This design comes from an exercise in tuning for small area, a short achievable clock period and few clock cycles on the open sky130 flow, not from production work.
Only simulation tests tie the RTL to the original design; equivalence was not proved.
Power is estimated from default activity; no workload was simulated.

==> design/flow/design.v <==
module mdu (
    input             clk,
    input             resetn,
    input             first_mul,   
    input             first_div,   
    input             start_mul,   
    input             start_div,
    input             sgn,
    input      [31:0] a,
    input      [31:0] b,
    input      [5:0]  la,          
    input      [5:0]  lb,          
    input             ld_mcand,    
    input      [32:0] mcand,
    input      [11:0] bd_in,       
    input             wr_hi,
    input             wr_lo,
    input      [31:0] wdata,
    output reg [31:0] hi,
    output reg [31:0] lo,
    output            busy,
    output            fin
);
localparam IDLE = 3'd0, MUL = 3'd1, DIV = 3'd3, FIX = 3'd4;
reg [2:0]  st;
reg [5:0]  cnt;
reg [32:0] dreg;    
reg        cin_d;   
reg        hx;      
reg        msgn;
reg        qneg;
reg        rneg;
wire        m_first = first_mul;
wire [32:0] m_a     = dreg;
wire [31:0] m_lsrc  = m_first ? b : lo;
wire [32:0] m_acc   = {hx, hi} & {33{~m_first}};
wire [34:0] m_a1    = {{2{m_a[32]}}, m_a};
wire [34:0] m_a2    = {m_a[32], m_a, 1'b0};
reg  [3:0]  bd_one, bd_two, bd_neg;
reg         bd_cor;    
function [11:0] bdec;    
    input [8:0] cb;
    integer k;
    reg [2:0] t;
    begin
        for (k = 0; k < 4; k = k + 1) begin
            t = cb[2*k +: 3];
            bdec[k]     = t[0] ^ t[1];
            bdec[4 + k] = (t == 3'b011) | (t == 3'b100);
            bdec[8 + k] = t[2] & ~(t[1] & t[0]);
        end
    end
endfunction
wire [11:0] bd_nx   = bdec({m_lsrc[15:8], m_lsrc[7]});
wire        cor_nx  = (st == MUL) && (cnt == 6'd2) && ~msgn && m_lsrc[15];
reg  [42:0] m_rows [0:3];
integer bk;
always @(*) begin
    for (bk = 0; bk < 4; bk = bk + 1) begin : booth
        reg [34:0] sel;
        sel = bd_one[bk] ? m_a1 : (bd_two[bk] ? m_a2 : 35'd0);
        sel = bd_neg[bk] ? ~sel : sel;
        m_rows[bk] = {{8{sel[34]}}, sel} << (2 * bk);
    end
end
wire [3:0]  m_neg   = bd_neg;
wire        m_cor   = bd_cor;
wire [42:0] m_x   = (m_cor ? {2'b00, m_a, 8'd0} : 43'd0) |
                    {35'd0, 1'b0, m_neg[3], 1'b0, m_neg[2], 1'b0, m_neg[1], 1'b0, m_neg[0]};
wire [42:0] m_ac  = {{10{m_acc[32]}}, m_acc};
function [85:0] csa;    
    input [42:0] x, y, z;
    begin
        csa[42:0]  = x ^ y ^ z;
        csa[85:43] = {(x[41:0] & y[41:0]) | (x[41:0] & z[41:0]) | (y[41:0] & z[41:0]), 1'b0};
    end
endfunction
wire [85:0] m_l1a = csa(m_rows[0], m_rows[1], m_rows[2]);
wire [85:0] m_l1b = csa(m_rows[3], m_ac, m_x);
wire [85:0] m_l2  = csa(m_l1a[42:0], m_l1a[85:43], m_l1b[42:0]);
wire [85:0] m_l3  = csa(m_l2[42:0], m_l2[85:43], m_l1b[85:43]);
wire [42:0] m_ps  = m_l3[42:0];
wire [42:0] m_pc  = m_l3[85:43];
wire [8:0]  m_s0  = {1'b0, m_ps[7:0]} + {1'b0, m_pc[7:0]};
wire [16:0] m_s1a = {1'b0, m_ps[23:8]} + {1'b0, m_pc[23:8]};
wire [16:0] m_s1b = {1'b0, m_ps[23:8]} + {1'b0, m_pc[23:8]} + 17'd1;
wire [16:0] m_s1  = m_s0[8] ? m_s1b : m_s1a;
wire [18:0] m_s2a = m_ps[42:24] + m_pc[42:24];
wire [18:0] m_s2b = m_ps[42:24] + m_pc[42:24] + 19'd1;
wire [42:0] m_sum = {m_s1[16] ? m_s2b : m_s2a, m_s1[15:0], m_s0[7:0]};
wire        sA   = sgn & a[31];
wire        sB   = sgn & b[31];
wire [31:0] a1   = a ^ {32{sA}};
wire [31:0] b1   = b ^ {32{sB}};
wire [31:0] absA = a1 + {31'd0, sA};
wire [7:0] n_raw = {2'b00, la} + {7'd0, sA} + 8'd1 - {2'b00, lb};
wire [5:0] n     = n_raw[7] ? 6'd0 : ((n_raw[6:0] > 7'd32) ? 6'd32 : n_raw[5:0]);
wire [4:0]  shn  = 5'd0 - n[4:0];               
wire [63:0] sh   = {32'd0, absA} << shn;
wire [32:0] trial = {hi, lo[31]};
wire [33:0] dsum  = {1'b0, trial} + {1'b0, dreg} + {33'd0, cin_d};
wire        fits  = dsum[33];
assign busy = (st != IDLE);
assign fin  = ((st == MUL) && (cnt == 6'd1)) ||
              ((st == DIV) && (cnt == 6'd1) && !(qneg | rneg)) ||
              (st == FIX);
wire [31:0] d_hi = fits ? dsum[31:0] : trial[31:0];
wire [31:0] d_lo = {lo[30:0], fits};
wire [31:0] hi_n = (first_mul | (st == MUL)) ? m_sum[39:8] :
                   first_div ? ((n != 6'd0) ? sh[63:32] : a) :
                   (st == DIV) ? d_hi :
                   (st == FIX) ? (~hi + 32'd1) : wdata;
wire [31:0] lo_n = (first_mul | (st == MUL)) ? {m_sum[7:0], m_lsrc[31:8]} :
                   first_div ? ((n != 6'd0) ? sh[31:0] : 32'd0) :
                   (st == DIV) ? d_lo :
                   (st == FIX) ? (~lo + 32'd1) : wdata;
wire        hi_en = start_mul | start_div | (st == MUL) | (st == DIV) | ((st == FIX) & rneg) | wr_hi;
wire        lo_en = start_mul | start_div | (st == MUL) | (st == DIV) | ((st == FIX) & qneg) | wr_lo;
always @(posedge clk) begin
    if (hi_en) hi <= hi_n;
    if (lo_en) lo <= lo_n;
    if (first_mul | (st == MUL))
        hx    <= m_sum[40];
    if (ld_mcand) begin
        {bd_neg, bd_two, bd_one} <= bd_in;
        bd_cor <= 1'b0;
    end else if (first_mul | (st == MUL)) begin
        {bd_neg, bd_two, bd_one} <= bd_nx;
        bd_cor <= cor_nx;
    end
    if (ld_mcand)
        dreg  <= mcand;
    else if (first_div)
        dreg  <= {1'b1, sB ? b : ~b};
    if (first_mul | first_div) begin
        msgn  <= sgn;
        cin_d <= ~sB;
        qneg  <= sA ^ sB;
        rneg  <= sA;
    end
    if (!resetn) begin
        st <= IDLE;
    end else if (start_mul) begin
        st  <= MUL;
        cnt <= 6'd3;
    end else if (start_div) begin
        st  <= (n != 6'd0) ? DIV : IDLE;
        cnt <= n;
    end else begin
        case (st)
            MUL: begin
                cnt <= cnt - 6'd1;
                if (cnt == 6'd1) st <= IDLE;
            end
            DIV: begin
                cnt <= cnt - 6'd1;
                if (cnt == 6'd1) st <= (qneg | rneg) ? FIX : IDLE;
            end
            FIX: st <= IDLE;
            default: ;
        endcase
    end
end
endmodule
module mycpu_top (
    input            clk,
    input            resetn,
    input  [5:0]     ext_int,
    output           inst_sram_en,
    output  [3:0]    inst_sram_wen,
    output  [31:0]   inst_sram_addr,
    output  [31:0]   inst_sram_wdata,
    input   [31:0]   inst_sram_rdata,
    output           data_sram_en,
    output  [3:0]    data_sram_wen,
    output  [31:0]   data_sram_addr,
    output  [31:0]   data_sram_wdata,
    input   [31:0]   data_sram_rdata,
    output  [31:0]   debug_wb_pc,
    output  [3:0]    debug_wb_rf_wen,
    output  [4:0]    debug_wb_rf_wnum,
    output  [31:0]   debug_wb_rf_wdata
);
localparam A_ADD = 4'd0, A_SUB = 4'd1, A_SLT = 4'd2, A_SLTU = 4'd3,
           A_AND = 4'd4, A_OR  = 4'd5, A_XOR = 4'd6, A_NOR  = 4'd7,
           A_SLL = 4'd8, A_SRL = 4'd9, A_SRA = 4'd10,
           A_HI  = 4'd11, A_LO = 4'd12, A_CP0 = 4'd13;
reg rstn;
always @(posedge clk) rstn <= resetn;
reg  [29:0] pc_f;        
reg  [29:0] pc_prev;     
reg         fv;          
reg         held;        
reg         acc_a;       
reg  [31:0] ib;
reg  [29:0] ib_pc;
reg         ib_v;
reg  [31:0] ir;
reg  [29:0] pc_d;
reg         d_v;
reg         e_v;
reg  [29:0] pc_e;
reg  [31:0] e_a, e_b;
reg         e_lateA, e_lateB;
reg  [3:0]  e_op;
reg         e_we;
reg  [4:0]  e_rd;
reg         e_ovf;
reg         e_exc;
reg  [4:0]  e_code;
reg         e_eret;
reg         e_load;
reg  [2:0]  e_lt;        
reg         e_mul, e_div, e_sgn;
reg  [5:0]  e_la, e_lb;    
reg         e_mthi, e_mtlo;
reg         e_mtc0;
reg  [1:0]  e_cp0r;      
reg         e_cp0z;      
reg  [31:0] dm_addr;
reg  [3:0]  dm_wen;
reg  [31:0] dm_wdata;
reg  [2:0]  dm_vtop;
reg         m_v;
reg  [29:0] pc_m;
reg  [31:0] m_res;
reg         m_we;
reg  [4:0]  m_rd;
reg         m_load;
reg  [2:0]  m_lt;
reg  [1:0]  m_off;
reg         m_exc;
reg         m_eret;
reg         w_we;
reg  [29:0] pc_w;
reg  [31:0] w_val;
reg  [4:0]  w_rd;
reg  [31:0] rf [1:31];
reg  [7:0]  c_im;
reg         c_exl, c_ie;
reg         c_ti;
reg  [5:0]  c_ip72;
reg  [1:0]  c_ip10;
reg  [4:0]  c_code;
reg  [31:0] c_epc;
reg  [31:0] c_bad;
wire [31:0] w_res  = w_val;
wire [15:0] m_half = m_off[1] ? data_sram_rdata[31:16] : data_sram_rdata[15:0];
wire [7:0]  m_byte = m_off[0] ? m_half[15:8] : m_half[7:0];
wire [31:0] m_ld   = m_lt[2] ? {{24{m_lt[0] & m_byte[7]}}, m_byte} :
                     m_lt[1] ? {{16{m_lt[0] & m_half[15]}}, m_half} : data_sram_rdata;
wire        m_flush = m_v & m_exc;
wire [29:0] m_tgt   = m_eret ? c_epc[31:2] : 30'h2FF000E0;    
wire [31:0] ea = e_lateA ? w_val : e_a;
wire [31:0] eb = e_lateB ? w_val : e_b;
wire        e_sub  = (e_op == A_SUB) | (e_op == A_SLT) | (e_op == A_SLTU);
wire [32:0] e_sum  = {1'b0, ea} + {1'b0, eb ^ {32{e_sub}}} + {32'd0, e_sub};
wire        e_lt_s = (ea[31] ^ eb[31]) ? ea[31] : e_sum[31];
wire        e_lt_u = ~e_sum[32];
wire        e_of   = (ea[31] == (eb[31] ^ e_sub)) & (e_sum[31] != ea[31]);
wire        e_sl   = (e_op == A_SLL);
wire [31:0] e_sin;
wire [31:0] e_sout;
genvar gi;
generate
    for (gi = 0; gi < 32; gi = gi + 1) begin : g_rev
        assign e_sin[gi]  = e_sl ? eb[31 - gi] : eb[gi];
    end
endgenerate
wire        e_fill = (e_op == A_SRA) & eb[31];
wire [63:0] e_sext = {{32{e_fill}}, e_sin} >> ea[4:0];
wire [31:0] e_sr   = e_sext[31:0];
generate
    for (gi = 0; gi < 32; gi = gi + 1) begin : g_rev2
        assign e_sout[gi] = e_sl ? e_sr[31 - gi] : e_sr[gi];
    end
endgenerate
wire [31:0] hi, lo;
wire [31:0] c_status = {9'd0, 1'b1, 6'd0, c_im, 6'd0, c_exl, c_ie};
wire [31:0] c_cause  = {1'b0, c_ti, 14'd0, c_ip72, c_ip10, 1'b0, c_code, 2'b00};
reg  [31:0] e_cp0v;
always @(*) begin
    case (e_cp0r)
        2'd0: e_cp0v = c_bad;
        2'd1: e_cp0v = c_status;
        2'd2: e_cp0v = c_cause;
        default: e_cp0v = c_epc;
    endcase
    if (e_cp0z) e_cp0v = 32'd0;
end
reg [31:0] e_res;
always @(*) begin
    case (e_op)
        A_ADD, A_SUB: e_res = e_sum[31:0];
        A_SLT:  e_res = {31'd0, e_lt_s};
        A_SLTU: e_res = {31'd0, e_lt_u};
        A_AND:  e_res = ea & eb;
        A_OR:   e_res = ea | eb;
        A_XOR:  e_res = ea ^ eb;
        A_NOR:  e_res = ~(ea | eb);
        A_SLL, A_SRL, A_SRA: e_res = e_sout;
        A_HI:   e_res = hi;
        A_LO:   e_res = lo;
        default: e_res = e_cp0v;
    endcase
end
wire        e_live   = e_v & ~m_flush;                  
wire        e_excnow = e_v & (e_exc | (e_ovf & e_of));  
wire [4:0]  e_excode = e_exc ? e_code : 5'h0c;
wire mdu_busy, mdu_fin;
mdu u_mdu (
    .clk(clk), .resetn(rstn),
    .first_mul(e_mul), .first_div(e_div),
    .start_mul(e_mul & ~m_flush), .start_div(e_div & ~m_flush), .sgn(e_sgn),
    .a(e_a), .b(e_b), .la(e_la), .lb(e_lb),
    .ld_mcand(d_go & (f_mult | f_multu) & d_valid), .mcand({f_mult & fw_s[31], fw_s}),
    .bd_in(bdec({fw_t[7:0], 1'b0})),
    .wr_hi(e_live & e_mthi), .wr_lo(e_live & e_mtlo), .wdata(e_sum[31:0]),
    .hi(hi), .lo(lo), .busy(mdu_busy), .fin(mdu_fin)
);
wire [5:0]  op = ir[31:26];
wire [4:0]  rs = ir[25:21];
wire [4:0]  rt = ir[20:16];
wire [4:0]  rdf = ir[15:11];
wire [5:0]  fn = ir[5:0];
wire [15:0] imm = ir[15:0];
wire o_r    = op == 6'h00;
wire o_rim  = op == 6'h01;
wire o_j    = op == 6'h02;
wire o_jal  = op == 6'h03;
wire o_beq  = op == 6'h04;
wire o_bne  = op == 6'h05;
wire o_blez = op == 6'h06;
wire o_bgtz = op == 6'h07;
wire o_addi = op == 6'h08;
wire o_addiu= op == 6'h09;
wire o_slti = op == 6'h0a;
wire o_sltiu= op == 6'h0b;
wire o_andi = op == 6'h0c;
wire o_ori  = op == 6'h0d;
wire o_xori = op == 6'h0e;
wire o_lui  = op == 6'h0f;
wire o_cop0 = op == 6'h10;
wire o_lb   = op == 6'h20;
wire o_lh   = op == 6'h21;
wire o_lw   = op == 6'h23;
wire o_lbu  = op == 6'h24;
wire o_lhu  = op == 6'h25;
wire o_sb   = op == 6'h28;
wire o_sh   = op == 6'h29;
wire o_sw   = op == 6'h2b;
wire f_sll  = o_r & (fn == 6'h00);
wire f_srl  = o_r & (fn == 6'h02);
wire f_sra  = o_r & (fn == 6'h03);
wire f_sllv = o_r & (fn == 6'h04);
wire f_srlv = o_r & (fn == 6'h06);
wire f_srav = o_r & (fn == 6'h07);
wire f_jr   = o_r & (fn == 6'h08);
wire f_jalr = o_r & (fn == 6'h09);
wire f_sys  = o_r & (fn == 6'h0c);
wire f_brk  = o_r & (fn == 6'h0d);
wire f_mfhi = o_r & (fn == 6'h10);
wire f_mthi = o_r & (fn == 6'h11);
wire f_mflo = o_r & (fn == 6'h12);
wire f_mtlo = o_r & (fn == 6'h13);
wire f_mult = o_r & (fn == 6'h18);
wire f_multu= o_r & (fn == 6'h19);
wire f_div  = o_r & (fn == 6'h1a);
wire f_divu = o_r & (fn == 6'h1b);
wire f_add  = o_r & (fn == 6'h20);
wire f_addu = o_r & (fn == 6'h21);
wire f_sub  = o_r & (fn == 6'h22);
wire f_subu = o_r & (fn == 6'h23);
wire f_and  = o_r & (fn == 6'h24);
wire f_or   = o_r & (fn == 6'h25);
wire f_xor  = o_r & (fn == 6'h26);
wire f_nor  = o_r & (fn == 6'h27);
wire f_slt  = o_r & (fn == 6'h2a);
wire f_sltu = o_r & (fn == 6'h2b);
wire c_mfc0 = o_cop0 & (rs == 5'd0);
wire c_mtc0 = o_cop0 & (rs == 5'd4);
wire d_eret = (ir == 32'h42000018);
wire d_sint = (ir == 32'h1000ffff);
wire r_alu   = f_add | f_addu | f_sub | f_subu | f_and | f_or | f_xor | f_nor | f_slt | f_sltu;
wire r_shi   = f_sll | f_srl | f_sra;
wire r_shv   = f_sllv | f_srlv | f_srav;
wire i_alu   = o_addi | o_addiu | o_slti | o_sltiu | o_andi | o_ori | o_xori;
wire d_ld    = o_lb | o_lh | o_lw | o_lbu | o_lhu;
wire d_st    = o_sb | o_sh | o_sw;
wire rim_ok  = o_rim & ((rt == 5'd0) | (rt == 5'd1) | (rt == 5'd16) | (rt == 5'd17));
wire d_muldiv= f_mult | f_multu | f_div | f_divu;
wire d_valid = r_alu | r_shi | r_shv | f_jr | f_jalr | f_sys | f_brk | f_mfhi | f_mthi |
               f_mflo | f_mtlo | d_muldiv |
               (o_cop0 & ((rs == 5'd0) | (rs == 5'd4) | (fn == 6'h18))) |
               i_alu | (o_lui & (rs == 5'd0)) | o_beq | o_bne | rim_ok |
               ((o_bgtz | o_blez) & (rt == 5'd0)) | o_j | o_jal | d_ld | d_st;
wire d_link  = o_jal | (o_rim & rt[4]) | f_jalr;
wire [4:0] d_dst = (o_r) ? rdf : (o_jal | o_rim) ? 5'd31 : rt;
wire d_wr    = (r_alu | r_shi | r_shv | f_jalr | f_mfhi | f_mflo | i_alu | o_lui | d_ld |
                c_mfc0 | o_jal | (rim_ok & rt[4])) & (d_dst != 5'd0);
wire use_rs_e = r_alu | r_shv | i_alu | d_muldiv | f_mthi | f_mtlo;   
wire use_rt_e = r_alu | r_shi | r_shv | d_muldiv | c_mtc0;              
wire use_rs_b = o_beq | o_bne | o_blez | o_bgtz | o_rim | f_jr | f_jalr;  
wire use_rt_b = o_beq | o_bne | d_st;                                  
wire use_rs_a = d_ld | d_st;                                           
wire e_hit_s = e_v & e_we & (e_rd == rs);
wire m_hit_s = m_v & m_we & (m_rd == rs);
wire w_hit_s = w_we & (w_rd == rs);
wire e_hit_t = e_v & e_we & (e_rd == rt);
wire m_hit_t = m_v & m_we & (m_rd == rt);
wire w_hit_t = w_we & (w_rd == rt);
wire [31:0] rf_s = (rs == 5'd0) ? 32'd0 : rf[rs];
wire [31:0] rf_t = (rt == 5'd0) ? 32'd0 : rf[rt];
reg  [1:0]  sh1_k, sh2_k;
reg  [4:0]  sh1_rd, sh2_rd;
reg         ds_pend;     
reg         def_v;       
reg  [29:0] def_tgt;
wire        m1s = (sh1_rd == rs) & (rs != 5'd0);
wire        m1t = (sh1_rd == rt) & (rt != 5'd0);
wire        m2s = (sh2_rd == rs) & (rs != 5'd0);
wire        m2t = (sh2_rd == rt) & (rt != 5'd0);
wire        oh   = (sh1_k == 2'd1) & (m1s | m1t);           
wire        oie  = (sh1_k == 2'd2) & (m1s | m1t);           
wire        oim  = (sh2_k == 2'd2) & (m2s | m2t);           
wire        ostall = oh | oie | oim;
wire        q_s = ~ostall & (sh1_k == 2'd3) & (sh1_rd == rs);
wire        q_t = ~ostall & (sh1_k == 2'd3) & (sh1_rd == rt);
wire [31:0] fw_s = q_s ? 32'd0 : e_hit_s ? e_res : m_hit_s ? m_res : w_hit_s ? w_res : rf_s;
wire [31:0] fw_t = q_t ? 32'd0 : e_hit_t ? e_res : m_hit_t ? m_res : w_hit_t ? w_res : rf_t;
wire late_s  = !q_s & !e_hit_s & m_hit_s & m_load;
wire late_t  = !q_t & !e_hit_t & m_hit_t & m_load;
wire hz_s = (use_rs_e | use_rs_b | use_rs_a) & e_hit_s & e_load |
            (use_rs_b | use_rs_a | d_muldiv) & late_s |
            use_rs_a & e_hit_s;
wire hz_t = (use_rt_e | use_rt_b) & e_hit_t & e_load |
            (use_rt_b | d_muldiv) & late_t;
wire d_hilo = f_mfhi | f_mflo | f_mthi | f_mtlo | d_muldiv;
wire hz_md  = d_hilo & (e_mul | e_div | (mdu_busy & ~mdu_fin));
wire stall_d = d_v & (hz_s | hz_t | hz_md);
wire d_go    = d_v & ~stall_d & ~m_flush;     
wire [29:0] pc_d1 = pc_d + 30'd1;
wire [29:0] pc_d2 = pc_d + 30'd2;
wire [29:0] br_tgt = pc_d1 + {{14{imm[15]}}, imm};
wire        eq    = (fw_s == fw_t);
wire        ltz   = fw_s[31];
wire        eqz   = (fw_s == 32'd0);
wire        taken = (o_beq & eq) | (o_bne & ~eq) | (o_blez & (ltz | eqz)) |
                    (o_bgtz & ~(ltz | eqz)) | (rim_ok & (ltz ^ rt[0])) |
                    o_j | o_jal | f_jr | f_jalr;
wire        d_ctl = (o_beq & ~d_sint) | o_bne | o_blez | o_bgtz | rim_ok | o_j | o_jal | f_jr | f_jalr;
wire [29:0] d_tgt = (o_j | o_jal) ? {pc_d1[29:26], ir[25:0]} :
                    (f_jr | f_jalr) ? fw_s[31:2] : br_tgt;
wire        ctl   = d_ctl & d_valid;
wire        cb     = o_beq | o_bne | o_blez | o_bgtz | rim_ok;      
wire        cbim   = cb & (oie | oim);        
wire        jz     = ~cb | o_beq | o_blez | (rim_ok & rt[0]);
wire        jr_z   = oh | ((sh1_k == 2'd2) & m1s) | ((sh2_k == 2'd2) & m2s);
wire [29:0] st_tgt = (f_jr | f_jalr) ? (jr_z ? 30'd0 : fw_s[31:2]) : d_tgt;
wire        imm0   = (imm == 16'd0);
wire        q_ctl  = ostall & ctl & ~cbim & jz & ~(cb & imm0);   
wire        q_cbim = ostall & cbim & ~imm0;               
wire        q_ds   = ostall & ~ctl & (ds_pend | def_v);   
wire        q_def  = ~ostall & def_v;
wire        fl     = d_go & (q_ctl | q_cbim | q_ds | q_def);
wire [29:0] fl_tgt = q_def ? def_tgt : q_ctl ? st_tgt : (q_cbim & taken) ? d_tgt : pc_d1;
wire        redir  = d_go & ctl & taken & ~fl & ~(ostall & cbim);
wire [31:0] fa_s  = q_s ? 32'd0 : m_hit_s ? m_res : w_hit_s ? w_val : rf_s;
wire [31:0] vaddr = fa_s + {{16{imm[15]}}, imm};
wire        ade   = ((o_lw | o_sw) & (vaddr[1:0] != 2'b00)) |
                    ((o_lh | o_lhu | o_sh) & vaddr[0]);
wire [31:0] paddr = (vaddr[31:30] == 2'b10) ? {3'b000, vaddr[28:0]} : vaddr;
wire [3:0]  st_wen = o_sw ? 4'hf :
                     o_sh ? (vaddr[1] ? 4'hc : 4'h3) :
                     (4'h1 << vaddr[1:0]);
wire [31:0] st_data = o_sw ? fw_t : o_sh ? {2{fw_t[15:0]}} : {4{fw_t[7:0]}};
wire        d_exc  = ~d_valid | f_sys | f_brk | d_sint | ((d_ld | d_st) & ade);
wire [4:0]  d_code = d_sint ? 5'h00 : f_sys ? 5'h08 : f_brk ? 5'h09 : ~d_valid ? 5'h0a :
                     d_st ? 5'h05 : 5'h04;
wire [3:0] d_op = (f_sub | f_subu) ? A_SUB :
                  (f_slt | o_slti) ? A_SLT :
                  (f_sltu | o_sltiu) ? A_SLTU :
                  (f_and | o_andi) ? A_AND :
                  (f_or | o_ori | o_lui | d_link) ? A_OR :
                  (f_xor | o_xori) ? A_XOR :
                  f_nor ? A_NOR :
                  (f_sll | f_sllv) ? A_SLL :
                  (f_srl | f_srlv) ? A_SRL :
                  (f_sra | f_srav) ? A_SRA :
                  f_mfhi ? A_HI :
                  f_mflo ? A_LO :
                  c_mfc0 ? A_CP0 : A_ADD;
wire [31:0] d_a = r_shi ? {27'd0, ir[10:6]} : (o_lui | d_link) ? 32'd0 : fw_s;
wire [31:0] d_b = d_link ? {pc_d2, 2'b00} :
                  o_lui ? {imm, 16'd0} :
                  (o_andi | o_ori | o_xori) ? {16'd0, imm} :
                  i_alu ? {{16{imm[15]}}, imm} : fw_t;
wire d_lateA = late_s & ~r_shi & ~o_lui & ~d_link;
wire d_lateB = late_t & ~d_link & ~o_lui & ~i_alu;
wire [1:0] d_cp0r = (rdf == 5'd8) ? 2'd0 : (rdf == 5'd12) ? 2'd1 : (rdf == 5'd13) ? 2'd2 : 2'd3;
wire       d_cp0z = ~(((rdf == 5'd8) | (rdf == 5'd12) | (rdf == 5'd13) | (rdf == 5'd14)) &
                      (ir[2:0] == 3'd0));
wire d_take   = ~d_v | ~stall_d;                  
wire arr_take = fv & (d_take | ~ib_v);            
wire acc_now  = acc_a | (held & arr_take);
wire ds_have  = ib_v | fv;                        
always @(posedge clk) begin
    if (!rstn) begin
        pc_f  <= 30'h2FF00000;                    
        fv    <= 1'b0;
        held  <= 1'b0;
        acc_a <= 1'b0;
        ib_v  <= 1'b0;
        d_v   <= 1'b0;
    end else if (m_flush | fl) begin
        pc_f  <= m_flush ? m_tgt : fl_tgt;
        fv    <= 1'b0;
        held  <= 1'b0;
        acc_a <= 1'b0;
        ib_v  <= 1'b0;
        d_v   <= 1'b0;
    end else begin
        if (d_take) begin
            if (ib_v) begin
                ir   <= ib;
                pc_d <= ib_pc;
                d_v  <= 1'b1;
                ib   <= inst_sram_rdata;
                ib_pc<= pc_prev;
                ib_v <= fv & ~redir;
            end else begin
                ir   <= inst_sram_rdata;
                pc_d <= pc_prev;
                d_v  <= fv;
            end
        end else if (!ib_v) begin
            ib    <= inst_sram_rdata;
            ib_pc <= pc_prev;
            ib_v  <= fv;
        end
        if (redir) begin
            pc_f  <= d_tgt;
            held  <= 1'b0;
            acc_a <= 1'b0;
            fv    <= ~ds_have;
        end else if (stall_d) begin
            held  <= 1'b1;
            acc_a <= acc_now;
            fv    <= ~acc_now;
        end else begin
            pc_f  <= pc_f + 30'd1;
            held  <= 1'b0;
            acc_a <= 1'b0;
            fv    <= ~acc_now;
        end
    end
    pc_prev <= pc_f;
end
wire [1:0] d_kind = (d_ld & (rt != 5'd0)) ? 2'd1 :
                    (c_mfc0 & (rt != 5'd0)) ? 2'd2 :
                    ((o_jal | (o_rim & rt[4] & rim_ok) | f_jalr) & (d_dst != 5'd0)) ? 2'd3 : 2'd0;
always @(posedge clk) begin
    if (!rstn | m_flush) begin
        sh1_k   <= 2'd0;
        sh2_k   <= 2'd0;
        ds_pend <= 1'b0;
        def_v   <= 1'b0;
    end else if (d_go) begin
        if (cbim) begin
            sh1_k  <= 2'd0;
            sh2_k  <= d_kind;
            sh2_rd <= d_dst;
        end else begin
            sh1_k  <= d_kind;
            sh1_rd <= d_dst;
            sh2_k  <= ostall ? 2'd0 : sh1_k;
            sh2_rd <= sh1_rd;
        end
        ds_pend <= redir;
        def_v   <= fl & ctl & ~cbim & taken;
        def_tgt <= d_tgt;
    end
end
function [11:0] bdec;
    input [8:0] cb;    
    integer k;
    reg [2:0] t;
    begin
        for (k = 0; k < 4; k = k + 1) begin
            t = cb[2*k +: 3];
            bdec[k]     = t[0] ^ t[1];
            bdec[4 + k] = (t == 3'b011) | (t == 3'b100);
            bdec[8 + k] = t[2] & ~(t[1] & t[0]);
        end
    end
endfunction
function [5:0] blen;
    input [31:0] x;
    integer i;
    begin
        blen = 6'd0;
        for (i = 0; i < 32; i = i + 1)
            if (x[i]) blen = i[5:0] + 6'd1;
    end
endfunction
always @(posedge clk) begin
    if (!rstn) begin
        e_v    <= 1'b0;
        dm_wen <= 4'd0;
    end else begin
        e_v    <= d_go;
        dm_wen <= (d_go & d_st & ~ade & ~e_excnow & ~e_eret) ? st_wen : 4'd0;
    end
    pc_e    <= pc_d;
    e_a     <= d_a;
    e_b     <= d_b;
    e_lateA <= d_lateA;
    e_lateB <= d_lateB;
    e_op    <= d_op;
    e_we    <= d_wr & ~d_exc & ~d_eret;
    e_rd    <= d_dst;
    e_ovf   <= f_add | f_sub | o_addi;
    e_exc   <= d_exc;
    e_code  <= d_code;
    e_eret  <= d_eret;
    e_load  <= d_ld;
    e_lt    <= {o_lb | o_lbu, o_lh | o_lhu, o_lb | o_lh};
    e_mul   <= d_go & (f_mult | f_multu) & d_valid;
    e_div   <= d_go & (f_div | f_divu) & d_valid;
    e_sgn   <= f_mult | f_div;
    e_la    <= blen(fw_s ^ {32{f_div & fw_s[31]}});
    e_lb    <= blen(fw_t ^ {32{f_div & fw_t[31]}});
    e_mthi  <= f_mthi;
    e_mtlo  <= f_mtlo;
    e_mtc0  <= c_mtc0;
    e_cp0r  <= d_cp0r;
    e_cp0z  <= d_cp0z;
    dm_addr <= paddr;
    dm_wdata<= st_data;
    dm_vtop <= vaddr[31:29];
end
always @(posedge clk) begin
    if (!rstn) begin
        m_v <= 1'b0;
    end else begin
        m_v <= e_live;
    end
    pc_m   <= pc_e;
    m_res  <= e_res;
    m_we   <= e_we & ~e_excnow;
    m_rd   <= e_rd;
    m_load <= e_load;
    m_lt   <= e_lt;
    m_off  <= dm_addr[1:0];
    m_exc  <= e_excnow | e_eret;
    m_eret <= e_eret;
end
always @(posedge clk) begin
    if (!rstn) begin
        c_im   <= 8'd0;
        c_exl  <= 1'b0;
        c_ie   <= 1'b0;
        c_ti   <= 1'b0;
        c_ip72 <= 6'd0;
        c_ip10 <= 2'd0;
        c_code <= 5'd0;
        c_epc  <= 32'd0;
        c_bad  <= 32'd0;
    end else begin
        c_ti   <= 1'b1;
        c_ip72 <= {ext_int[5] | c_ti, ext_int[4:0]};
        if (e_live & e_excnow) begin
            c_exl  <= 1'b1;
            c_code <= e_excode;
            if (!c_exl) c_epc <= {pc_e, 2'b00};
            if (e_exc & ((e_code == 5'h04) | (e_code == 5'h05)))
                c_bad <= {dm_vtop, dm_addr[28:0]};
        end else if (e_live & e_eret) begin
            c_exl <= 1'b0;
        end else if (e_live & e_mtc0) begin
            if (e_cp0r == 2'd1 && !e_cp0z) begin
                c_im  <= eb[15:8];
                c_exl <= eb[1];
                c_ie  <= eb[0];
            end
            if (e_cp0r == 2'd2 && !e_cp0z) c_ip10 <= eb[9:8];
            if (e_cp0r == 2'd3 && !e_cp0z) c_epc  <= eb;
        end
    end
end
always @(posedge clk) begin
    if (!rstn) begin
        w_we <= 1'b0;
    end else begin
        w_we <= m_v & m_we;
    end
    pc_w   <= pc_m;
    w_val  <= m_load ? m_ld : m_res;
    w_rd   <= m_rd;
    if (w_we) rf[w_rd] <= w_res;
end
assign inst_sram_en    = 1'b1;
assign inst_sram_wen   = 4'h0;
assign inst_sram_addr  = {pc_f, 2'b00};
assign inst_sram_wdata = 32'd0;
assign data_sram_en    = 1'b1;
assign data_sram_wen   = dm_wen;
assign data_sram_addr  = dm_addr;
assign data_sram_wdata = dm_wdata;
assign debug_wb_pc       = {pc_w, 2'b00};
assign debug_wb_rf_wen   = {4{w_we}};
assign debug_wb_rf_wnum  = w_rd;
assign debug_wb_rf_wdata = w_val;
endmodule
==> design/flow/flow/run.sh <==
#!/bin/bash
# Own layout flow: the standard ORFS flow (standard.sh, unchanged scripts,
# standard synthesis), with the timing repair steps asked to keep every path
# 18.5 ns inside the 25 ns clock so that they shorten the critical paths.
# The clock, the SDC and the I/O constraints are the standard flow's, unchanged.
# make's full output goes to orfs_flow.log; ORFS keeps each step's log under
# orfs/logs/.
set -uo pipefail
bash standard.sh SETUP_SLACK_MARGIN=18.5 TNS_END_PERCENT=100 finish > orfs_flow.log 2>&1
status=$?
exit $status
==> design/flow/standard.sh <==
#!/bin/bash
# synth_recipe.tcl (not shown) runs the flow's synth.tcl, then flattens the netlist and writes it again
# the make line also repeats each setting of config.mk as NAME=value (left out here)
make -C /OpenROAD-flow-scripts/flow DESIGN_CONFIG=/design/flow/config.mk WORK_HOME=/design/flow/orfs CLKGATE_MAP_FILE= SYNTH_SCRIPT=/design/flow/synth_recipe.tcl "${@:-finish}"
==> design/flow/config.mk <==
export PLATFORM = sky130hd
export DESIGN_NAME = mycpu_top
export DESIGN_NICKNAME = mycpu_top
export VERILOG_FILES = /design/flow/design.v
export SDC_FILE = /design/flow/constraint.sdc
export NUM_CORES = 8
export LEC_CHECK = 0
export CAP_MARGIN = 20
export CORE_MARGIN = 2
export CORE_UTILIZATION = 45
export CTS_CLUSTER_DIAMETER = 70
export CTS_CLUSTER_SIZE = 25
export SLEW_MARGIN = 20
==> design/flow/constraint.sdc <==
create_clock -name core_clock -period 25.0 [get_ports {clk}]
set_input_delay 5.0000 -clock core_clock [delete_from_list [all_inputs] [get_ports {clk}]]
set_output_delay 5.0000 -clock core_clock [all_outputs]
set_load 0.01 [all_outputs]
==> flow_summary_export.csv, run 1 <==
group,metric,value,unit
status,run_status,"timing/DRC/antenna clean",
timing,min_period,7.357,ns
worst_hold_path,timing.hold.worst.start,"pc_m[23]",
yosys,yosys.area.top_type_share,33.96,%
timing,pins_over_slew_limit,0,
place,dp_hpwl,420.3,mm
yosys,postSynth.topFlopCell,"sky130_fd_sc_hd__edfxtp_1",
yosys,synth_edf_count,1276,
clock_network,cts_max_path_buffers,3,
timing,fmaxAchievable,135.9,MHz
drt,wire_per_inst,43.32,um
timing,tns,0,ns
clock_network,cts_tree,"yes",
yosys,synth_top_cells_by_area,"sky130_fd_sc_hd__edfxtp_1 34%, sky130_fd_sc_hd__mux4_2 11%, sky130_fd_sc_hd__dfxtp_1 9.4%",
finish,number_of_standard_cells_in_the_layout_taps_in_and_fillers_out,14259,
floorplanning,fp.dieArea,254800,um^2
yosys,netlist_top_cells_count,"1276 x sky130_fd_sc_hd__edfxtp_1, 804 x sky130_fd_sc_hd__nor2_1, 789 x sky130_fd_sc_hd__nand2_1",
place,dpl.cell_count,13423,
floorplanning,floorplan.die.height,504.8,um
grt,grt_pass1_wl,819.1,mm
floorplanning,ios,283,
pwr,totalPowerFinal,11370,uW
worst_hold_path,min-delay-path-class,"flop to flop",
place,number_of_buffer_cells_added_on_primary_ports,240,
floorplanning,initial_utilization,45.34,%
grt,global_route.usage.total,46.81,%
grt,initial_antenna_violation_count,102,
worst_setup_path,max_stage_delay,0.77,ns
yosys,synth_top_cell_by_area,"sky130_fd_sc_hd__edfxtp_1",
drt,detail_route.wirelength,617.6,mm
finish,layout-drive-gt1-share,25.69,%
timing,relSlewSlack,8.250,%
finish,area_growth_syn_to_layout,20.35,%
floorplanning,die_width,504.8,um
yosys,async_flop_share,0,%
yosys,synth.avg_cell_area,11.02,um^2
worst_hold_path,worstHoldEndpoint,"pc_w[23]",
timing,final.setup_skew,0.08930,ns
worst_setup_path,crit_arrival,7.95,ns
grt,grt_pass1_vias,94188,
yosys,yosysSeqAreaShare,43.32,%
place,gp_routability_congestion,1.061,
timing,setup_repair_after_global_routing_missed_its_margin,"true",
yosys,yosys.cell_types.count,117,
worst_setup_path,r2r-end,"u_mdu.hi[19]",
clock_network,worst_skew_pair.late_latency,0.89,ns
timing,min_period_over_period,29.43,%
floorplanning,area_of_the_core,248900,um^2
drt,via_count,101179,
worst_setup_path,timing.critical_path.fanout_max,10,
grt,grt_remaining_overflow,0,
pwr,p_leak,0.04924,uW
finish,layout.area.seq,49290,um^2
worst_hold_path,hold_path_depth,0,
worst_setup_path,rr_startpoint,"u_mdu.dreg[6]",
timing,tightestPinTransition,1.366,ns
worst_setup_path,worstSetupStartpointType,"flop",
drt,drc_errors,0,
timing,fin_worst_hold_slack,0.3211,ns
grt,pin_count_of_the_biggest_net_entering_global_routing,129,
clock_network,clkTransAtPathRegs,0.09,ns
worst_setup_path,reg2regPathDepth,29,
yosys,yosys.cell_count.top_type,"sky130_fd_sc_hd__edfxtp_1",
pwr,power_density,83.75,nW/um^2
clock_network,clock-sinks,1804,
drt,detail_route.vias_per_cell,7.096,
finish,multi_input_comb_area,62730,um^2
timing,setup_viol,0,
worst_setup_path,kind_of_critical_path,"flop to flop",
finish,nFillCells,20986,
pwr,maximum_vdd_drop,0.09989,mV
worst_setup_path,critPathSlowestCell,"sky130_fd_sc_hd__edfxtp_1",
drt,remaining_antenna_violation_count,0,
drt,drt_first_iter_violations,17855,
clock_network,cts-htree-levels,4,
worst_setup_path,crit_top_cell,"sky130_fd_sc_hd__fa_1",
worst_setup_path,critical_path_required_time,25.59,ns
worst_setup_path,worstSetupStartpoint,"u_mdu.dreg[6]",
worst_setup_path,critical_path.endpoint_type,"flop",
job,cap_viol_max_count,0,
clock_network,hold_buffers,0,
yosys,post_synth_instance_area,112800,um^2
finish,nNetsFinal,11290,
clock_network,root_buffer,"sky130_fd_sc_hd__clkbuf_16",
drt,drt_pass1_iterations,10,
worst_setup_path,timing.reg2reg.setup_slack,17.64,ns
clock_network,cts_buffers,135,
yosys,synth.yosys.warnings,3,
timing,timing_hold_violations_final,0,
yosys,postSynthRegisterBits,1804,
yosys,synthesis.instances,10236,
floorplanning,floorplan.rows,183,
-- layer usage --
metal  vias to the layer above  GRT usage, %  wire length [um]
met1                     51040         60.96            228600
met4                        60         29.80             51090
li1                      39685             -                 -
met2                      8418         66.63            254400
met3                      1976         15.73             83120
met5                         -             0               446
-- how the worst max path moves through the flow --
stage	to	slack, ns	depth (start not counted)
after floorplan	u_mdu.hi[29]	18.45	32
after global placement	pc_f[10]	14.62	22
after detailed placement	pc_f[2]	14.67	22
after CTS	u_mdu.hi[30]	17.74	32
after global routing	u_mdu.hi[28]	17.52	28
final	u_mdu.hi[19]	17.64	29
-- where the power goes --
group          leakage (uW)  internal [uW]  switching (uW)
clock               0.00241           1170            1360
combinational        0.0309           1820            3140
sequential           0.0160           3610             267
-- final cells by class --
cell class                      instances  share of cell area, %
Clock inverter                         98                  1.129
Inverter                              438                  1.248
Antenna cell                           31                0.05712
Multi-Input combinational cell       7242                  46.19
Timing Repair Buffer                 1168                  9.451
Tap cell                             3330                  3.068
Clock buffer                          147                  2.560
Sequential cell                      1804                  36.30
Timing Repair inverter                  1               0.003685
-- critical path, delay by kind of cell, from the launching register on --
kind / cells / cell delay [ns]
compound gates: 11 / 2.05
xor+xnor: 3 / 0.71
fa+ha+maj: 5 / 2.03
buf+inv: 6 / 0.62
flops: 1 / 0.77
simple gates: 4 / 0.83
-- metrics by stage --
stage / setup WS [ns] / cell area (um^2) / utilization, %
global placement: 14.62 / 119700 / 48.09
detailed placement: 14.67 / 119700 / 48.11
finish: 17.64 / 135800 / 54.56
global route: 17.52 / 135700 / 54.54
floorplan: 18.45 / 113300 / -
CTS: 17.74 / 132800 / 53.36
-- registers in the layout, indices dropped and copies added, names as in the netlist, 8 cells and up, named ones only --
signal,flops
ib_pc,30
c_bad,32
pc_e,30
c_epc,32
u_mdu.hi,32
c_im,8
pc_prev,30
pc_d,30
ir,32
u_mdu.lo,32
e_b,32
u_mdu.dreg,33
pc_w,30
w_val,32
m_res,32
rf,992
pc_m,30
dm_wdata,32
def_tgt,30
pc_f,30
dm_addr,32
ib,32
e_a,32
-- kinds of logic after synthesis --
logic type	Yosys count	share of synthesized area, %
other cells	2	0.006656
mux	1126	16.61
fa+ha+maj	428	5.731
flops	1804	43.32
buf+inv	1234	4.481
simple gates	2503	10.19
xor+xnor	635	4.929
compound gates	2504	14.73
-- repair_timing --
action                                  4_1_cts  5_1_grt
endpoints found under the hold margin         0        0
resized for setup                          1340      341
gates cloned                                 64       10
pin swaps                                   103      163
buffers inserted                            351      133
endpoints found under the setup margin      576      155
-- layout by cell type (no fill, tap or decap), types with 158 or more instances in the layout --
cell type                  instances
sky130_fd_sc_hd__mux4_2          574
sky130_fd_sc_hd__mux2_2          196
sky130_fd_sc_hd__nand2_1         770
sky130_fd_sc_hd__nor3_1          158
sky130_fd_sc_hd__xor2_1          208
sky130_fd_sc_hd__inv_1           414
sky130_fd_sc_hd__a22oi_1         184
sky130_fd_sc_hd__xnor2_1         395
sky130_fd_sc_hd__edfxtp_1       1276
sky130_fd_sc_hd__nor2_1          738
sky130_fd_sc_hd__o21ai_0         395
sky130_fd_sc_hd__buf_4           657
sky130_fd_sc_hd__a211oi_1        175
sky130_fd_sc_hd__ha_1            262
sky130_fd_sc_hd__a21oi_1         618
sky130_fd_sc_hd__mux2i_1         287
sky130_fd_sc_hd__dfxtp_1         398
Testbench counts, summed over its fixed seeds: cycles 32,638.
==> run 2, diff against run 1 <==
--- a/design/flow/design.v
+++ b/design/flow/design.v
@@ -81,11 +81,19 @@
 wire [85:0] m_l3  = csa(m_l2[42:0], m_l2[85:43], m_l1b[85:43]);
-wire [42:0] m_ps  = m_l3[42:0];
-wire [42:0] m_pc  = m_l3[85:43];
-wire [8:0]  m_s0  = {1'b0, m_ps[7:0]} + {1'b0, m_pc[7:0]};
-wire [16:0] m_s1a = {1'b0, m_ps[23:8]} + {1'b0, m_pc[23:8]};
-wire [16:0] m_s1b = {1'b0, m_ps[23:8]} + {1'b0, m_pc[23:8]} + 17'd1;
-wire [16:0] m_s1  = m_s0[8] ? m_s1b : m_s1a;
-wire [18:0] m_s2a = m_ps[42:24] + m_pc[42:24];
-wire [18:0] m_s2b = m_ps[42:24] + m_pc[42:24] + 19'd1;
-wire [42:0] m_sum = {m_s1[16] ? m_s2b : m_s2a, m_s1[15:0], m_s0[7:0]};
+function [42:0] ks43;
+    input [42:0] x, y;
+    reg   [42:0] g, p;
+    integer i, d;
+    begin
+        g = x & y;
+        p = x ^ y;
+        for (d = 1; d < 43; d = d * 2)
+            for (i = 42; i >= 1; i = i - 1)
+                if (i >= d) begin
+                    g[i] = g[i] | (p[i] & g[i-d]);
+                    p[i] = p[i] & p[i-d];
+                end
+        ks43 = (x ^ y) ^ {g[41:0], 1'b0};
+    end
+endfunction
+wire [42:0] m_sum = ks43(m_l3[42:0], m_l3[85:43]);
 wire        sA   = sgn & a[31];
@@ -108,10 +116,11 @@
 wire [31:0] d_lo = {lo[30:0], fits};
-wire [31:0] hi_n = (first_mul | (st == MUL)) ? m_sum[39:8] :
-                   first_div ? ((n != 6'd0) ? sh[63:32] : a) :
-                   (st == DIV) ? d_hi :
-                   (st == FIX) ? (~hi + 32'd1) : wdata;
-wire [31:0] lo_n = (first_mul | (st == MUL)) ? {m_sum[7:0], m_lsrc[31:8]} :
-                   first_div ? ((n != 6'd0) ? sh[31:0] : 32'd0) :
-                   (st == DIV) ? d_lo :
-                   (st == FIX) ? (~lo + 32'd1) : wdata;
+wire        m_sel = first_mul | (st == MUL);
+wire [31:0] hi_o  = first_div ? ((n != 6'd0) ? sh[63:32] : a) :
+                    (st == DIV) ? d_hi :
+                    (st == FIX) ? (~hi + 32'd1) : wdata;
+wire [31:0] lo_o  = first_div ? ((n != 6'd0) ? sh[31:0] : 32'd0) :
+                    (st == DIV) ? d_lo :
+                    (st == FIX) ? (~lo + 32'd1) : wdata;
+wire [31:0] hi_n  = m_sel ? m_sum[39:8] : hi_o;
+wire [31:0] lo_n  = m_sel ? {m_sum[7:0], m_lsrc[31:8]} : lo_o;
 wire        hi_en = start_mul | start_div | (st == MUL) | (st == DIV) | ((st == FIX) & rneg) | wr_hi;
==> design/flow/flow/run.sh (replaced) <==
#!/bin/bash
# Own layout flow: the standard ORFS flow (standard.sh, unchanged scripts,
# standard synthesis), with the timing repair steps asked to keep every path
# 19 ns inside the 25 ns clock so that they shorten the critical paths.
# The clock, the SDC and the I/O constraints are the standard flow's, unchanged.
# make's full output goes to orfs_flow.log; ORFS keeps each step's log under
# orfs/logs/.
set -uo pipefail
bash standard.sh SETUP_SLACK_MARGIN=19 TNS_END_PERCENT=100 finish > orfs_flow.log 2>&1
status=$?
exit $status
--- a/design/flow/config.mk
+++ b/design/flow/config.mk
@@ -7,2 +7,3 @@
 export LEC_CHECK = 0
+export ABC_AREA = 1
 export CAP_MARGIN = 20
==> run 2 against run 1 <==
- critical path depth is 27 lower
- design area is 1.2% higher
- core utilization is 0.14 points higher
- largest power group unchanged
- clock skew is 0.0072 ns lower
- combinational power hardly changed
- still clean on timing, DRC and antenna
==> flow_summary_export.csv, run 2 <==
group,metric,value,unit
yosys,synth.avg_cell_area,8.031,um^2
drt,detail_route.vias_per_cell,6.566,
timing,pins_over_slew_limit,0,
yosys,synth_top_cells_by_area,"sky130_fd_sc_hd__edfxtp_1 34%, sky130_fd_sc_hd__o21ai_0 11%, sky130_fd_sc_hd__dfxtp_1 9.3%",
worst_setup_path,rr_startpoint,"u_mdu.bd_two[1]",
worst_hold_path,worstHoldEndpoint,"pc_w[20]",
clock_network,cts_tree,"yes",
drt,drt_first_iter_violations,21179,
yosys,post_synth_instance_area,113600,um^2
finish,nFillCells,22911,
yosys,postSynth.topFlopCell,"sky130_fd_sc_hd__edfxtp_1",
floorplanning,floorplan.die.height,506.4,um
floorplanning,area_of_the_core,251200,um^2
timing,fin_worst_hold_slack,0.3197,ns
grt,initial_antenna_violation_count,77,
worst_hold_path,hold_path_depth,0,
place,gp_routability_congestion,1.081,
worst_setup_path,crit_arrival,1.53,ns
yosys,synth_edf_count,1276,
yosys,yosys.cell_count.top_type,"sky130_fd_sc_hd__o21ai_0",
yosys,synthesis.instances,14145,
clock_network,cts_buffers,136,
status,run_status,"timing/DRC/antenna clean",
grt,grt_remaining_overflow,0,
finish,largest_register_ffs,992,
timing,setup_repair_after_global_routing_missed_its_margin,"true",
pwr,comb_power_share,44.0,%
job,cap_viol_max_count,0,
yosys,yosys.area.top_type_share,33.73,%
clock_network,cts_max_path_buffers,3,
floorplanning,initial_utilization,45.23,%
worst_setup_path,kind_of_critical_path,"flop to output port",
grt,global_route.usage.total,45.28,%
worst_setup_path,reg2regPathDepth,44,
timing,relSlewSlack,10.50,%
floorplanning,die_width,506.4,um
pwr,share_seq_of_total_power,34.1,%
pwr,totalPowerFinal,11280,uW
pwr,total_switching_power,4890,uW
timing,fmaxAchievable,153.1,MHz
worst_setup_path,timing.reg2reg.setup_slack,18.60,ns
finish,reg_top3,"rf x992, u_mdu.dreg x33",
timing,post-route-worst-setup-slack,18.47,ns
place,number_of_buffer_cells_added_on_primary_ports,240,
worst_setup_path,critical_path_required_time,20.00,ns
clock_network,root_buffer,"sky130_fd_sc_hd__clkbuf_16",
clock_network,worst_skew_pair.late_latency,0.89,ns
timing,tightestPinTransition,1.328,ns
worst_hold_path,timing.hold.worst.start,"pc_m[20]",
worst_setup_path,timing.critical_path.fanout_max,3,
yosys,yosysSeqAreaShare,43.03,%
yosys,netlist_top_cells_count,"2385 x sky130_fd_sc_hd__o21ai_0, 2150 x sky130_fd_sc_hd__nand2_1, 1496 x sky130_fd_sc_hd__inv_1",
floorplanning,fp.dieArea,256500,um^2
finish,largest_reg_by_ff_count,"rf",
yosys,postSynthRegisterBits,1804,
timing,final.setup_skew,0.08211,ns
drt,drc_errors,0,
grt,grt_pass1_vias,106215,
drt,remaining_antenna_violation_count,0,
drt,drt_pass1_iterations,12,
finish,area_growth_syn_to_layout,20.94,%
pwr,power_density,82.12,nW/um^2
pwr,intPower,6392,uW
worst_setup_path,worstSetupStartpointType,"flop",
drt,wire_per_inst,34.19,um
timing,min_period_over_period,26.13,%
pwr,p_leak,0.05461,uW
place,postPlaceCellArea,119000,um^2
finish,final_common_cell,"sky130_fd_sc_hd__o21ai_0",
timing,tns,0,ns
yosys,synth.yosys.warnings,3,
worst_setup_path,critical_path.endpoint_type,"output port",
timing,timing_hold_violations_final,0,
clock_network,clock-sinks,1804,
grt,grt_pass1_wl,825.3,mm
pwr,power.share.clock,21.8,%
yosys,yosys.cell_types.count,85,
finish,nNetsFinal,15081,
drt,detail_route.wirelength,618.0,mm
place,dp_hpwl,403.1,mm
clock_network,cts-htree-levels,4,
timing,setup_viol,0,
place,post-place-ws,16.49,ns
finish,layout-drive-gt1-share,16.17,%
floorplanning,floorplan.rows,184,
finish,multi_input_comb_area,59060,um^2
worst_hold_path,min-delay-path-class,"flop to flop",
pwr,power.switching_fraction,43.34,%
timing,min_period,6.532,ns
finish,layout.area.seq,49360,um^2
grt,pin_count_of_the_biggest_net_entering_global_routing,157,
clock_network,clkTransAtPathRegs,0.10,ns
yosys,synth_top_cell_by_area,"sky130_fd_sc_hd__edfxtp_1",
drt,via_count,118705,
worst_setup_path,r2r-end,"u_mdu.hi[30]",
finish,layout_common_cells,"2222 x sky130_fd_sc_hd__o21ai_0, 2003 x sky130_fd_sc_hd__nand2_1, 1436 x sky130_fd_sc_hd__inv_1",
pwr,maximum_vdd_drop,0.1057,mV
floorplanning,ios,283,
finish,layout.cell_area.non_filler,137400,um^2
yosys,async_flop_share,0,%
run 2: cell count changes after synthesis, sizes merged, moves of 240 or more:
cell / delta
xnor2: -318
nand2: +1386
mux2i: -330
nor2: +302
nand3: +665
inv: +1101
a21oi: +318
mux4: -574
o21ai: +2030
xor2: +240
run 2: layer usage:
| metal | vias up | routed length, um | GRT usage, % |
|---|---|---|---|
| met2 | 9871 | 255200 | 65.42 |
| met4 | 50 | 52420 | 30.06 |
| li1 | 49800 | - | - |
| met3 | 2278 | 86200 | 13.66 |
| met5 | - | 446 | 0 |
| met1 | 56706 | 223800 | 58.44 |
run 2: power groups by stage:
stage	Combinational, uW	Clock (uW)	Sequential, uW
detailed placement	3600	0	3890
floorplan	1740	0	3890
CTS	4370	2450	3830
global placement	3600	0	3890
finish	4970	2460	3850
global route	5040	2560	3850
run 2: worst max-delay path, stage by stage (launching register included):
cell                      delay [ns]
sky130_fd_sc_hd__dfxtp_4        0.45
sky130_fd_sc_hd__buf_12         0.13
sky130_fd_sc_hd__buf_6          0.09
run 2: cell type report:
| type | count | area share [%] |
|---|---|---|
| multi-input combinational | 9898 | 42.99 |
| timing repair buffer | 1169 | 9.827 |
| clock inverter | 97 | 0.9407 |
| antenna | 37 | 0.06739 |
| clock buffer | 149 | 2.565 |
| inverter | 1561 | 4.534 |
| tap | 3348 | 3.049 |
| sequential | 1804 | 35.92 |
| timing repair inverter | 15 | 0.1065 |
run 2: cell families after synthesis:
family / after synthesis / share of synthesized area (%)
compound gates: 4489 / 22.21
fa+ha+maj: 424 / 5.635
simple gates: 4359 / 15.98
buf+inv: 2495 / 8.705
other cells: 2 / 0.006611
flops: 1804 / 43.03
mux: 15 / 0.1322
xor+xnor: 557 / 4.301
run 2: per-stage QoR:
stage,instances,util [%]
after floorplan,14185,-
after global placement,17112,47.36
after detailed placement,17115,47.38
after CTS,17740,52.26
after global routing,18049,54.67
final,18078,54.70
run 2: timing repair:
action | 4_1_cts | 5_1_grt
hold buffers | 0 | 0
setup endpoints to repair | 530 | 488
buffers inserted | 306 | 259
cloned | 73 | 40
pin swaps | 115 | 297
gates resized for setup | 1723 | 790
run 2: worst max path at each step:
stage                                from                   end
after floorplan           u_mdu.bd_two[1]              u_mdu.hx
after detailed placement          e_lateA              pc_f[23]
after global placement            e_lateA              pc_f[19]
final                            w_val[1]  debug_wb_rf_wdata[1]
after global routing      u_mdu.bd_two[1]          u_mdu.hi[30]
after CTS                        w_val[1]  debug_wb_rf_wdata[1]
Testbench counts of run 2, summed over its fixed seeds: cycles 32,638.
==> run 3, diff against run 2 <==
--- a/design/flow/config.mk
+++ b/design/flow/config.mk
@@ -10,3 +10,3 @@
 export CORE_MARGIN = 2
-export CORE_UTILIZATION = 45
+export CORE_UTILIZATION = 40
 export CTS_CLUSTER_DIAMETER = 70
==> run 3 against run 2 <==
- register-to-register slack better by 0.07 ns
- hold slack better by 0.010 ns
- routed wire length is 8.2% lower
- worst setup slack worse by 0.0047 ns
- die area is 12% higher
- flip-flop and latch count stayed put
- core utilization is 7.0 points lower
- clock-buffer cell count is 1 higher
- critical path type unchanged
- largest power group unchanged
==> flow_summary_export.csv, run 3 <==
group,metric,value,unit
status,run_status,"timing/DRC/antenna clean",
yosys,synthMuxAreaShare,0.1322,%
clock_network,cts_max_path_buffers,4,
worst_setup_path,critical_path_required_time,20.00,ns
finish,nNetsFinal,14931,
yosys,netlist_top_cells_count,"2385 x sky130_fd_sc_hd__o21ai_0, 2150 x sky130_fd_sc_hd__nand2_1, 1496 x sky130_fd_sc_hd__inv_1",
place,gp_routability_congestion,1.091,
grt,grt_remaining_overflow,0,
place,dp_hpwl,362.8,mm
finish,nFillCells,27214,
yosys,synth_top_cells_by_area,"sky130_fd_sc_hd__edfxtp_1 34%, sky130_fd_sc_hd__o21ai_0 11%, sky130_fd_sc_hd__dfxtp_1 9.3%",
worst_hold_path,timing.hold.worst.start,"pc_m[24]",
timing,timing_hold_violations_final,0,
timing,fin_worst_hold_slack,0.3298,ns
worst_setup_path,rr_startpoint,"u_mdu.bd_two[2]",
yosys,synth_top_cell_by_area,"sky130_fd_sc_hd__edfxtp_1",
grt,grt_pass1_wl,770.4,mm
worst_setup_path,timing.critical_path.fanout_max,2,
worst_setup_path,kind_of_critical_path,"flop to output port",
floorplanning,initial_utilization,40.24,%
drt,drt_pass1_iterations,7,
grt,pin_count_of_the_biggest_net_entering_global_routing,107,
worst_setup_path,timing.reg2reg.setup_slack,18.67,ns
clock_network,cts-htree-levels,4,
yosys,synthSimpleGateAreaFrac,15.98,%
drt,wire_per_inst,30.99,um
finish,layout-drive-gt1-share,13.81,%
clock_network,worst_skew_pair.late_latency,0.90,ns
yosys,yosys.cell_types.count,85,
grt,global_route.usage.total,37.27,%
worst_setup_path,critical_path.endpoint_type,"output port",
pwr,totalPowerFinal,10900,uW
pwr,power_density,80.93,nW/um^2
grt,gr-usage-met1,49.09,%
clock_network,clkTransAtPathRegs,0.09,ns
clock_network,cts_buffers,141,
floorplanning,fp.dieArea,288300,um^2
drt,remaining_antenna_violation_count,0,
timing,final.setup_skew,0.1114,ns
yosys,yosys.area.top_type_share,33.73,%
grt,initial_antenna_violation_count,60,
clock_network,hold_buffers,0,
timing,setup_viol,0,
drt,detail_route.wirelength,567.5,mm
worst_hold_path,min-delay-path-class,"flop to flop",
yosys,yosys.cell_count.top_type,"sky130_fd_sc_hd__o21ai_0",
pwr,p_leak,0.05329,uW
grt,grtUsageMet3,10.12,%
yosys,synthesis.instances,14145,
drt,detail_route.vias_per_cell,6.230,
timing,setup_repair_after_global_routing_missed_its_margin,"true",
place,postPlaceCellArea,119300,um^2
timing,relSlewSlack,11.91,%
timing,min_period,6.537,ns
yosys,async_flop_share,0,%
timing,tns,0,ns
finish,largest_reg_by_ff_count,"rf",
finish,final_common_cell,"sky130_fd_sc_hd__o21ai_0",
worst_setup_path,reg2regPathDepth,42,
yosys,synth.yosys.warnings,3,
job,cap_viol_max_count,0,
yosys,post_synth_instance_area,113600,um^2
grt,gr-usage-met2,52.92,%
yosys,yosys.area_share.adder,5.635,%
floorplanning,ios,283,
timing,min_period_over_period,26.15,%
timing,tightestPinTransition,1.307,ns
finish,layout.area.seq,49360,um^2
yosys,synth_edf_count,1276,
pwr,maximum_vdd_drop,0.06252,mV
drt,drc_errors,0,
grt,grt_pass1_vias,101720,
floorplanning,die_width,536.9,um
worst_setup_path,crit_arrival,1.54,ns
worst_hold_path,hold_path_depth,0,
yosys,synth_top_family_by_area,"compound AO/OA/AOI/OAI gates",
worst_setup_path,r2r-end,"u_mdu.hi[26]",
drt,via_count,114077,
yosys,synth_compound_gate_area_share,22.21,%
timing,fmaxAchievable,153.0,MHz
place,number_of_buffer_cells_added_on_primary_ports,240,
finish,multi_input_comb_area,57860,um^2
finish,layout_common_cells,"2250 x sky130_fd_sc_hd__o21ai_0, 2050 x sky130_fd_sc_hd__nand2_1, 1452 x sky130_fd_sc_hd__inv_1",
drt,drt_first_iter_violations,18819,
finish,area_growth_syn_to_layout,18.60,%
yosys,yosys.area_share.xor_xnor,4.301,%
floorplanning,floorplan.die.height,536.9,um
finish,layout.cell_area.non_filler,134700,um^2
worst_setup_path,worstSetupStartpointType,"flop",
finish,largest_register_ffs,992,
floorplanning,floorplan.rows,195,
grt,top_usage_layer,"met2",
yosys,postSynthRegisterBits,1804,
clock_network,clock-sinks,1804,
yosys,synth.avg_cell_area,8.031,um^2
yosys,yosysSeqAreaShare,43.03,%
clock_network,cts_tree,"yes",
finish,reg_top3,"rf x992, u_mdu.dreg x33",
timing,pins_over_slew_limit,0,
floorplanning,area_of_the_core,282300,um^2
worst_hold_path,worstHoldEndpoint,"pc_w[24]",
clock_network,root_buffer,"sky130_fd_sc_hd__clkbuf_16",
yosys,postSynth.topFlopCell,"sky130_fd_sc_hd__edfxtp_1",
==> run 3: critical path: stages, from the launching register on <==
cell and delay (ns):
sky130_fd_sc_hd__dfxtp_4 0.40, sky130_fd_sc_hd__buf_12 0.15, sky130_fd_sc_hd__buf_6 0.11
==> run 3: cells by family after synthesis <==
family,after synthesis
adders and majority gates,424
buffers and inverters,2495
AOI/OAI and AO/OA,4489
other,2
muxes,15
xor gates and xnor gates,557
DFF,1804
and+or+nand+nor,4359
==> run 3: stage by stage <==
stage | worst slack [ns] | std cells | util [%]
4_1_cts | 18.45 | 18061 | 46.15
2_1_floorplan | 19.01 | 14185 | -
6_report | 18.46 | 18312 | 47.73
5_1_grt | 18.39 | 18286 | 47.71
3_3_place_gp | 16.82 | 17490 | 42.26
3_5_place_dp | 16.69 | 17490 | 42.27
==> run 3: per-layer routing <==
metal,vias to the layer above,wire length [um]
li1,49468,-
met1,54272,212900
met2,8452,229700
met3,1845,76370
met4,40,48180
met5,-,356
==> run 3: worst max path at each step <==
stage / startpoint / end
3_5_place_dp: flop / dm_addr[31]
4_1_cts: w_val[12] / debug_wb_rf_wdata[12]
5_1_grt: u_mdu.bd_two[0] / u_mdu.hx
2_1_floorplan: u_mdu.bd_two[1] / u_mdu.hx
6_report: w_val[12] / debug_wb_rf_wdata[12]
3_3_place_gp: flop / dm_addr[29]
==> run 3: cell type report <==
type,instances,area share [%]
multi-input cells,9899,42.94
flip-flops and latches,1804,36.64
repair buffers,1014,8.724
inverters,1561,4.601
well taps,3743,3.476
clock buffers,150,2.660
clock inverters,89,0.7967
repair inverters,14,0.09007
diodes,38,0.07057
==> run 3: timing repair <==
item                                     CTS  global route
resized for setup                       1586           574
pin swaps                                 67           182
cloned                                    67            38
endpoints found under the setup margin   571           492
setup buffers                            265           175
==> run 3: power breakdown <==
group          total (uW)  switching (uW)  internal [uW]
sequential           3860             231           3630
combinational        4620            3140           1490
clock                2430            1290           1140
==> run 4, diff against run 3 <==
--- a/design/flow/config.mk
+++ b/design/flow/config.mk
@@ -10,3 +10,3 @@
 export CORE_MARGIN = 2
-export CORE_UTILIZATION = 40
+export CORE_UTILIZATION = 35
 export CTS_CLUSTER_DIAMETER = 70
==> run 4 against run 3 <==
- design area up 2.1%
- synthesized cell count unchanged
- sequential share of layout area down 0.77 points
- combinational power up 5.4%
- via count up 1.9%
- worst setup slack worse by 0.011 ns
- clock power up 7%
- hold slack worse by 0.019 ns
- area after synthesis unchanged
- critical path type unchanged
- largest power group unchanged
==> flow_summary_export.csv, run 4 <==
group,metric,value,unit
status,run_status,"timing/DRC/antenna clean",
drt,via_count,116262,
yosys,yosysSeqAreaShare,43.03,%
worst_setup_path,crit_chain,"buf_12 > buf_6",
pwr,share_seq_of_total_power,34.2,%
grt,initial_antenna_violation_count,77,
yosys,async_flop_share,0,%
worst_setup_path,max_stage_delay,0.36,ns
finish,number_of_standard_cells_in_the_layout_taps_in_and_fillers_out,19027,
worst_setup_path,critical_path.n_buffers_inverters,2,
worst_hold_path,timing.hold.worst.start,"pc_m[18]",
finish,area_growth_syn_to_layout,21.13,%
pwr,comb_power_share,42.9,%
finish,largest_register_ffs,992,
timing,min_period,6.547,ns
yosys,yosys.area.top_type_share,33.73,%
finish,nNetsFinal,15016,
worst_setup_path,worst_path_dominant_cell_family,"flip-flops",
clock_network,cts_max_path_buffers,4,
drt,drt_pass1_iterations,7,
drt,drt_first_iter_violations,19812,
grt,grt_remaining_overflow,0,
yosys,post_synth_instance_area,113600,um^2
yosys,yosys.cell_count.top_type,"sky130_fd_sc_hd__o21ai_0",
yosys,synth.yosys.warnings,3,
clock_network,worst_skew_pair.late_latency,0.93,ns
floorplanning,initial_utilization,35.12,%
yosys,synth_top_cells_by_area,"sky130_fd_sc_hd__edfxtp_1 34%, sky130_fd_sc_hd__o21ai_0 11%, sky130_fd_sc_hd__dfxtp_1 9.3%",
worst_hold_path,hold_path_depth,0,
timing,min_period_over_period,26.19,%
worst_setup_path,rr_startpoint,"u_mdu.dreg[4]",
grt,grt_pass1_vias,103426,
worst_setup_path,critPathSlowestCell,"sky130_fd_sc_hd__dfxtp_4",
timing,tightestPinTransition,1.423,ns
finish,reg_top3,"rf x992, u_mdu.dreg x33",
timing,final.setup_skew,0.08110,ns
finish,layout_common_cells,"2255 x sky130_fd_sc_hd__o21ai_0, 2028 x sky130_fd_sc_hd__nand2_1, 1441 x sky130_fd_sc_hd__inv_1",
worst_setup_path,critical_path.endpoint_type,"output port",
drt,drc_errors,0,
worst_hold_path,min-delay-path-class,"flop to flop",
yosys,synth_top_cell_by_area,"sky130_fd_sc_hd__edfxtp_1",
clock_network,hold_buffers,0,
grt,pin_count_of_the_biggest_net_entering_global_routing,223,
drt,wire_per_inst,31.83,um
place,gp_routability_congestion,1.095,
timing,relSlewSlack,4.120,%
timing,fmaxAchievable,152.7,MHz
worst_setup_path,kind_of_critical_path,"flop to output port",
timing,tns,0,ns
worst_setup_path,crit_arrival,1.55,ns
place,dpl.cell_count,18074,
yosys,yosys.cell_types.count,85,
worst_setup_path,timing.critical_path.fanout_max,2,
job,cap_viol_max_count,0,
floorplanning,area_of_the_core,323500,um^2
pwr,power_density,82.46,nW/um^2
drt,detail_route.vias_per_cell,6.110,
floorplanning,fp.dieArea,329200,um^2
timing,setup_viol,0,
drt,detail_route.wirelength,605.7,mm
pwr,power.switching_fraction,43.03,%
finish,final_common_cell,"sky130_fd_sc_hd__o21ai_0",
worst_setup_path,r2r-end,"u_mdu.hx",
drt,remaining_antenna_violation_count,0,
yosys,postSynth.topFlopCell,"sky130_fd_sc_hd__edfxtp_1",
floorplanning,die_width,573.7,um
floorplanning,floorplan.die.height,573.7,um
yosys,netlist_top_cells_count,"2385 x sky130_fd_sc_hd__o21ai_0, 2150 x sky130_fd_sc_hd__nand2_1, 1496 x sky130_fd_sc_hd__inv_1",
grt,global_route.usage.total,34.67,%
timing,setup_repair_after_global_routing_missed_its_margin,"true",
yosys,synth.avg_cell_area,8.031,um^2
run 4: layout make-up:
type | count | area (um^2)
timing repair inverter | 17 | 186.4
antenna | 72 | 180.2
tap | 4325 | 5411
multi-input combinational | 9897 | 58460
clock inverter | 96 | 1224
clock buffer | 160 | 3864
sequential | 1804 | 49350
timing repair buffer | 1095 | 12610
inverter | 1561 | 6315
fill | 32199 | 185900
run 4: how the worst max path moves through the flow:
stage                               start               endpoint  slack [ns]  depth (start not counted)
after CTS                       w_val[27]  debug_wb_rf_wdata[27]       18.42                          2
after global placement              e_sgn            u_mdu.hi[1]       16.26                         30
after floorplan           u_mdu.bd_two[1]               u_mdu.hx       19.01                         44
final                           w_val[27]  debug_wb_rf_wdata[27]       18.45                          2
after global routing      u_mdu.bd_two[0]           u_mdu.hi[31]       18.36                         37
after detailed placement            e_sgn            u_mdu.hi[1]       16.24                         30
run 4: through the flow:
step | power [uW] | setup WS (ns)
floorplan | 5630 | 19.01
global placement | 7448 | 16.26
detailed placement | 7427 | 16.24
CTS | 10770 | 18.42
global route | 11520 | 18.36
finish | 11350 | 18.45
run 4: logic make-up (layout without fill, tap and decap cells):
kind of cell / after synthesis / count (layout) / share of synthesized area, %
AOI/OAI and AO/OA: 4489 / 4490 / 22.21
and+or+nand+nor: 4359 / 4369 / 15.98
buffers and inverters: 2495 / 2929 / 8.705
DFF: 1804 / 1804 / 43.03
xor gates and xnor gates: 557 / 557 / 4.301
adders and majority gates: 424 / 424 / 5.635
muxes: 15 / 15 / 0.1322
other: 2 / 114 / 0.006611
run 4: power groups by stage:
stage / Combinational (uW) / Sequential, uW / Clock, uW
CTS: 4310 / 3860 / 2600
detailed placement: 3500 / 3930 / 0
floorplan: 1740 / 3890 / 0
finish: 4870 / 3890 / 2590
global placement: 3520 / 3930 / 0
global route: 4950 / 3870 / 2700
run 4: worst register-to-register path: cells and delay by family (launching register included):
kind,cells,cell delay (ns)
AOI/OAI and AO/OA,10,1.22
buffers and inverters,4,0.37
DFF,1,0.45
xor gates and xnor gates,2,0.23
adders and majority gates,4,1.83
and+or+nand+nor,22,1.95
run 4: what timing repair did:
| item | in CTS | in global routing |
|---|---|---|
| gates resized for setup | 1687 | 621 |
| cloned | 75 | 31 |
| hold endpoints to repair | 0 | 0 |
| setup endpoints to repair | 572 | 546 |
| setup buffers | 294 | 225 |
| pin swaps | 75 | 262 |
run 4: routing by layer:
layer  vias up  share of wire (%)  track usage (%)
met3      2040                 13            9.060
met4        24                9.2            26.35
met2      8835                 41            49.64
li1      49742                  -                -
met5         -              0.027                0
met1     55621                 37            44.57

Setup slack of run 4, layout unchanged: 18.453 ns with ideal ports, 18.344 ns with driving cells assumed (clock clkbuf_16, inputs buf_2), 18.024 ns with port delays also shifted by the 0.999 ns mid clock arrival.
